This design comes from an exercise in tuning for small area and a short achievable clock period on the open sky130 flow, not from production work. The RTL was checked by simulation tests, not by an equivalence proof against the original design.

==> flow/design.v (excerpt) <==
module fmac_top (
    input          i_clk,
    input          i_reset_n,
    input          i_sel,
    input  [7:0]   i_Act_E,
    input  [63:0]  i_Act_M,
    input  [7:0]   i_Weight_E,
    input  [63:0]  i_Weight_M,
    input  [7:0]   i_ACC_E,
    input  [23:0]  i_ACC_M,
    output [7:0]   o_Weight_E,
    output [63:0]  o_Weight_M,
    output [7:0]   o_Act_E,
    output [127:0] o_Act_M,
    output [7:0]   o_ACC_E,
    output [23:0]  o_ACC_M
);
clock: 18.0 ns
lec_check: 0
abc_area: 1
cap_margin: 20
core_margin: 2
core_utilization: 40
cts_buf_list: sky130_fd_sc_hd__clkbuf_8
place_density: 0.75
slew_margin: 20
standard.sh (not shown) runs the stock make flow with config.mk's settings and CLKGATE_MAP_FILE= SYNTH_SCRIPT=/design/flow/synth_recipe.tcl, a recipe that flattens the netlist after the stock synthesis.
==> flow/flow/run.sh <==
#!/bin/bash
# Own layout flow: the standard ORFS flow (standard.sh) with these changes:
#  - synthesis leaves adders to ABC (no full/half-adder cell extraction),
#  - port buffers use the smallest buffer cell,
#  - timing repair aims at a setup slack margin of 8.7 ns.
# Each tool's full output stays in orfs/logs/; make's output in run_flow.log.
set -euo pipefail
bash standard.sh ADDER_MAP_FILE= \
  "BUFFER_PORTS_ARGS=-buffer_cell sky130_fd_sc_hd__buf_1" \
  "CTS_ARGS=-sink_clustering_enable -repair_clock_nets -buf_list sky130_fd_sc_hd__clkbuf_8 -dont_use_dummy_load" \
  SETUP_SLACK_MARGIN=8.7 finish > run_flow.log 2>&1
The baseline ran to the end with no violations.
Next try:
==> flow/flow/run.sh (replaced) <==
#!/bin/bash
# Own layout flow: the standard ORFS flow, with two changes:
#  - synthesis leaves adders to ABC (no full/half-adder cell extraction),
#  - port buffers use the smallest buffer cell.
set -euo pipefail
bash standard.sh ADDER_MAP_FILE= \
  "BUFFER_PORTS_ARGS=-buffer_cell sky130_fd_sc_hd__buf_1" \
  SETUP_SLACK_MARGIN=8.9 RECOVER_POWER=100 finish > run_flow.log 2>&1
Settings changed: CTS_BUF_LIST sky130_fd_sc_hd__clkbuf_8 to not set, PLACE_DENSITY 0.75 to not set.
The changed run completed and failed the layout checks on max-capacitance violations, max-slew violations.
Setup slack got worse by 1.0 ns.
Synthesized area stays the same.
Sequential cell count is unchanged.
Sequential share of layout area went down by 0.99 points.
Routed wire length came out higher by a few percent.
Via count went up by a few percent.
Final area grows by a few percent.
Utilization grows by 2.0 points.
Next try:
--- a/flow/flow/run.sh
+++ b/flow/flow/run.sh
@@ -8 +8 @@
-  SETUP_SLACK_MARGIN=8.9 RECOVER_POWER=100 finish > run_flow.log 2>&1
+  finish > run_flow.log 2>&1
Settings changed: CORE_UTILIZATION 40 to 75, CTS_BUF_LIST set to sky130_fd_sc_hd__clkbuf_8.
Result: Now the flow completed with no timing, DRC or antenna violations. Synthesized cell count is unchanged. Cell area drops by about 6%. Hold slack loses 0.33 ns. Via count climbs by about 9%. Final cell count drops by about 8%. Routed wire length climbs by 7.6%.
Next try:
==> flow/flow/run.sh (replaced) <==
#!/bin/bash
# Own layout flow: the standard ORFS flow (standard.sh) with these changes:
#  - synthesis leaves adders to ABC (no full/half-adder cell extraction),
#  - port buffers use the smallest buffer cell,
#  - timing repair aims at a setup slack margin of 8.7 ns.
# Each tool's full output stays in orfs/logs/; make's output in run_flow.log.
set -euo pipefail
bash standard.sh ADDER_MAP_FILE= \
  "BUFFER_PORTS_ARGS=-buffer_cell sky130_fd_sc_hd__buf_1" \
  "CTS_ARGS=-sink_clustering_enable -repair_clock_nets -buf_list sky130_fd_sc_hd__clkbuf_8 -dont_use_dummy_load" \
  SETUP_SLACK_MARGIN=8.5 finish > run_flow.log 2>&1
Settings changed: CORE_UTILIZATION 75 to 40, PLACE_DENSITY set to 0.75.
What happened: Critical path depth goes up by 1; wire length went down by about 13%; core utilization shrinks by 40 points; cell count is higher by about 7%; cell area climbs by about 0.8%.
Next try:
==> flow/flow/run.sh (replaced) <==
#!/bin/bash
# Own layout flow: the standard ORFS flow (standard.sh) with three changes:
#  - synthesis leaves adders to ABC (no full/half-adder cell extraction),
#  - port buffers use the smallest buffer cell,
#  - timing repair aims at a setup slack margin of 9.2 ns.
# Each tool's full output stays in orfs/logs/; make's output in run_flow.log.
set -euo pipefail
bash standard.sh ADDER_MAP_FILE= \
  "BUFFER_PORTS_ARGS=-buffer_cell sky130_fd_sc_hd__buf_1" \
  SETUP_SLACK_MARGIN=9.2 finish > run_flow.log 2>&1
Settings changed: PLACE_DENSITY 0.75 to not set.
Result:
- sequential cell count is unchanged
- hold slack degrades by 0.11 ns
- utilization came out higher by 5.8 points
- design area came out higher by 13%
- global-route usage came out higher by 0.72 points
- cell count came out higher by 2.1%
- worst setup slack improves by 0.40 ns
Next try:
--- a/flow/flow/run.sh
+++ b/flow/flow/run.sh
@@ -5 +5 @@
-#  - timing repair aims at a setup slack margin of 9.2 ns.
+#  - timing repair aims at a setup slack margin of 9.5 ns.
@@ -10 +10 @@
-  SETUP_SLACK_MARGIN=9.2 finish > run_flow.log 2>&1
+  SETUP_SLACK_MARGIN=9.5 finish > run_flow.log 2>&1
The new run produced a clean layout.
Synthesized area is unchanged.
Fmax hardly moves.
Via count increases by 2.8%.
Routed wire length went up by 5.9%.

* * *

Starting RTL as in the previous note.
Settings: LEC_CHECK=0, ABC_AREA=1, CAP_MARGIN=20, CORE_MARGIN=2, CORE_UTILIZATION=40, CTS_BUF_LIST=sky130_fd_sc_hd__clkbuf_8, SLEW_MARGIN=20; clock period 18.0 ns.
==> flow/flow/run.sh <==
#!/bin/bash
# Own layout flow: the standard ORFS flow (standard.sh) with three changes:
#  - synthesis leaves adders to ABC (no full/half-adder cell extraction),
#  - port buffers use the smallest buffer cell,
#  - timing repair aims at a setup slack margin of 8.7 ns.
# Each tool's full output stays in orfs/logs/; make's output in run_flow.log.
set -euo pipefail
bash standard.sh ADDER_MAP_FILE= \
  "BUFFER_PORTS_ARGS=-buffer_cell sky130_fd_sc_hd__buf_1" \
  SETUP_SLACK_MARGIN=8.7 finish > run_flow.log 2>&1
The first run finished clean.
Next try:
==> flow/flow/run.sh (replaced) <==
#!/bin/bash
# Own layout flow: the standard ORFS flow, with two changes:
#  - synthesis leaves adders to ABC (no full/half-adder cell extraction),
#  - port buffers use the smallest buffer cell.
set -euo pipefail
bash standard.sh ADDER_MAP_FILE= \
  "BUFFER_PORTS_ARGS=-buffer_cell sky130_fd_sc_hd__buf_1" \
  finish > run_flow.log 2>&1
--- a/flow/config.mk
+++ b/flow/config.mk
@@ -11 +11 @@
-export CORE_UTILIZATION = 40
+export CORE_UTILIZATION = 60
The changed run completed with no timing, DRC or antenna violations. Worst setup slack is worse by 0.84 ns. Cell area came out lower by 2.7%. Global-route usage came out higher by 8.5 points. Clock-buffer cell count is unchanged. First-iteration DRC count came out higher by 37%. Sequential cell count does not change. Via count came out higher by 0.91%. Routed wire length came out lower by 4.8%.

[port drivers added, routing unchanged]
The results above use ideal ports. As a check the final layouts listed here were re-extracted and re-timed, cells and wires unchanged. Step 1 (the two cells are an assumption about what drives the block):
set clk [get_ports {i_clk}]
set_driving_cell -lib_cell sky130_fd_sc_hd__clkbuf_16 $clk
set_driving_cell -lib_cell sky130_fd_sc_hd__buf_2 [delete_from_list [all_inputs] $clk]
Step 2, shift: input delay + t, output delay - t, t = (earliest + latest rising clock arrival at the registers) / 2. This alone moves slack from input paths to output paths. Slacks: ideal / step 1 / step 2; pairs: ideal / step 1.
| run | shift t [ns] | setup slack, ns | worst setup path after step 2 | worst register clock-pin slew, ns |
|---|---|---|---|---|
| the first run of note 1 | 0.544 | 9.351 / 9.363 / 8.820 | input to register | 0.08 / 0.08 |
| the second run of note 1 | 0.517 | 8.314 / 8.344 / 7.827 | input to register | 0.07 / 0.07 |
| the third run of note 1 | 0.524 | 8.035 / 8.053 / 7.528 | input to register | 0.11 / 0.11 |
| the fourth run of note 1 | 0.544 | 9.167 / 9.180 / 8.636 | input to register | 0.08 / 0.08 |
| the fifth run of note 1 | 0.582 | 9.571 / 9.588 / 9.006 | input to register | 0.10 / 0.10 |
| the sixth run of note 1 | 0.586 | 9.576 / 9.595 / 9.009 | input to register | 0.10 / 0.10 |
| the first run of note 2 | 0.579 | 9.236 / 9.245 / 8.666 | input to register | 0.10 / 0.10 |
| the second run of note 2 | 0.520 | 8.400 / 8.407 / 7.888 | input to register | 0.11 / 0.11 |
The setup slack of the first run of note 2, which loses most, moves by +0.009 ns with the drivers and by -0.570 ns with both steps.
